Source: an optimization exercise on an open RTL-to-GDS flow (aim: small area, a short achievable clock period and few clock cycles per item). Production flows keep margins and buffers that such runs may drop.
The RTL was checked by simulation tests, not by an equivalence proof against the original design.

Setup of build 80:
Design fpu_top, start of the top module:
module fpu_top (
  input logic   clk,
  input logic   reset,
  input logic [15:0] a,
  input logic [15:0] b,
  output logic [15:0] quotient,product,sum,
  input logic start,
  output logic [4:0]  flags,
  output logic valid
);
Size: roughly 1900 cells after synthesis, roughly 70 flip-flops, roughly 89 I/O pins, about 0.013 sq mm of cells after synthesis.
clock: 45.0 ns
lec_check: 0
abc_area: 1
cap_margin: 20
core_margin: 2
core_utilization: 40
slew_margin: 20
standard.sh (not shown) runs the stock make flow with config.mk's settings and CLKGATE_MAP_FILE= SYNTH_SCRIPT=/design/flow/synth_recipe.tcl, a recipe that flattens the netlist after the stock synthesis.
==> flow/flow/run.sh <==
#!/bin/bash
# Own flow: the standard layout (standard.sh), with two changes:
#  - synthesis maps the logic with ABC's area-oriented mapper (flow/abc_area.script:
#    strash; dch; map -a) instead of ORFS's ABC script; everything else in synthesis,
#    including flip-flop mapping, flattening and renaming, is the standard flow's own script;
#  - port buffers are sky130_fd_sc_hd__buf_2 cells.
set -euo pipefail
W=$PWD
# ORFS synth.tcl with the ABC script replaced, right after its preamble.
sed "s|^source \$::env(SCRIPTS_DIR)/synth_preamble.tcl\$|&\nset abc_args [lreplace \$abc_args 1 1 $W/flow/abc_area.script]|" \
    "$FLOW_HOME/scripts/synth.tcl" > "$W/own_synth.tcl"
grep -q "own\|abc_area.script" "$W/own_synth.tcl"
sed "s|source \$::env(SCRIPTS_DIR)/synth.tcl|source $W/own_synth.tcl|" synth_recipe.tcl > "$W/own_synth_recipe.tcl"
grep -q own_synth.tcl "$W/own_synth_recipe.tcl"
sed -e "s|SYNTH_SCRIPT=[^ ]*|SYNTH_SCRIPT=$W/own_synth_recipe.tcl 'BUFFER_PORTS_ARGS=-buffer_cell sky130_fd_sc_hd__buf_2' SETUP_SLACK_MARGIN=26|" standard.sh > "$W/own_standard.sh"
grep -q own_synth_recipe.tcl "$W/own_standard.sh"
bash "$W/own_standard.sh" > "$W/own_flow.log" 2>&1
==> flow/flow/abc_area.script <==
strash
dch
map -a
topo
stime -c
Testbench counts of build 80, summed over its fixed seeds: cycles 8,000, ops 8,000.
What build 50 does differently from build 80 at the input level:
--- a/flow/flow/run.sh
+++ b/flow/flow/run.sh
@@ -15 +15 @@
-sed -e "s|SYNTH_SCRIPT=[^ ]*|SYNTH_SCRIPT=$W/own_synth_recipe.tcl 'BUFFER_PORTS_ARGS=-buffer_cell sky130_fd_sc_hd__buf_2' SETUP_SLACK_MARGIN=26|" standard.sh > "$W/own_standard.sh"
+sed -e "s|SYNTH_SCRIPT=[^ ]*|SYNTH_SCRIPT=$W/own_synth_recipe.tcl 'BUFFER_PORTS_ARGS=-buffer_cell sky130_fd_sc_hd__buf_2'|" standard.sh > "$W/own_standard.sh"
### Flow results
Comparing build 80 and build 50, multi-input gate share of total cell area is higher on build 50. Build 50 ends up with lower vias after detailed routing than build 80 does. Share of the cycle needed by the critical path after routing (higher): build 50. Build 50 against build 80; maximum operating frequency is down by more than 10%. As far as floorplan row count goes, build 50 and build 80 are indistinguishable; the numbers are identical. In the flow results for build 80 and build 50, the post-route minimum period is larger on build 50. Met2 capacity usage during global routing: build 50 < build 80. Design area: build 50 < build 80. Lower final hold slack among build 80 and build 50: build 80.
Here is what was changed in the inputs of build 5 compared with build 50.
--- a/flow/flow/run.sh
+++ b/flow/flow/run.sh
@@ -15 +15 @@
-sed -e "s|SYNTH_SCRIPT=[^ ]*|SYNTH_SCRIPT=$W/own_synth_recipe.tcl 'BUFFER_PORTS_ARGS=-buffer_cell sky130_fd_sc_hd__buf_2'|" standard.sh > "$W/own_standard.sh"
+sed -e "s|SYNTH_SCRIPT=[^ ]*|SYNTH_SCRIPT=$W/own_synth_recipe.tcl 'BUFFER_PORTS_ARGS=-buffer_cell sky130_fd_sc_hd__buf_2' SETUP_SLACK_MARGIN=29|" standard.sh > "$W/own_standard.sh"
[summary]
- Relative to build 50, first-pass GRT wire length increased by about 32% in build 5.
- Layout-stage area growth over the synthesis result sits higher in build 5 than in build 50.
- Comparing clock period minus worst slack for build 5 and build 50, the smaller number came from build 5.
- Relative to build 50, the final cell area reported for build 5 is higher.
- Comparing build 5 with build 50, the hold slack came out essentially unchanged.
- Against build 50, build 5 reports a final cell count that is higher.
[inputs] build 53 vs build 5
--- a/flow/flow/run.sh
+++ b/flow/flow/run.sh
@@ -15 +15 @@
-sed -e "s|SYNTH_SCRIPT=[^ ]*|SYNTH_SCRIPT=$W/own_synth_recipe.tcl 'BUFFER_PORTS_ARGS=-buffer_cell sky130_fd_sc_hd__buf_2' SETUP_SLACK_MARGIN=29|" standard.sh > "$W/own_standard.sh"
+sed -e "s|SYNTH_SCRIPT=[^ ]*|SYNTH_SCRIPT=$W/own_synth_recipe.tcl 'BUFFER_PORTS_ARGS=-buffer_cell sky130_fd_sc_hd__buf_2' SETUP_SLACK_MARGIN=24|" standard.sh > "$W/own_standard.sh"
Notes after the runs:
As of build 53, fill cell instance count of the final layout had risen by more than a quarter compared to build 5. Build 53 ended up with sky130_fd_sc_hd__nand2_1 as its most common cell after layout, fill and taps aside; build 5 ended up with sky130_fd_sc_hd__buf_4. Final cell area excluding filler cells ends up higher on build 5. Between build 5 and build 53, worst setup slack decreased.

separate check: timing with driven ports:
The results above use ideal ports. As a check the final layouts listed here were re-extracted and re-timed, cells and wires unchanged. Step 1 (the two cells are an assumption about what drives the block):
set clk [get_ports {clk}]
set_driving_cell -lib_cell sky130_fd_sc_hd__clkbuf_16 $clk
set_driving_cell -lib_cell sky130_fd_sc_hd__buf_2 [delete_from_list [all_inputs] $clk]
Step 2 adds t to the input delays and takes it off the output delays; t is the mean of the earliest and latest rising clock arrival at the registers after step 1. Input paths then give back, and output paths get back, about the clock's delay inside the block. Slacks: no drivers / after step 1 / after step 2; pairs: no drivers / after step 1.
| run | shift t [ns] | setup WS [ns] | worst slew at a driven data input, ns |
|---|---|---|---|
| build 80 | 0.406 | 26.650 / 26.600 / 26.290 | 0.06 |
| build 50 | 0.394 | 23.784 / 23.789 / 23.395 | 0.04 |
| build 5 | 0.400 | 26.893 / 26.845 / 27.245 | 0.19 |
| build 53 | 0.395 | 25.296 / 25.250 / 24.951 | 0.04 |
After both steps setup and hold are still met in every run listed. The setup slack of build 50, which loses most, moves by +0.005 ns with the drivers and by -0.389 ns with both steps.
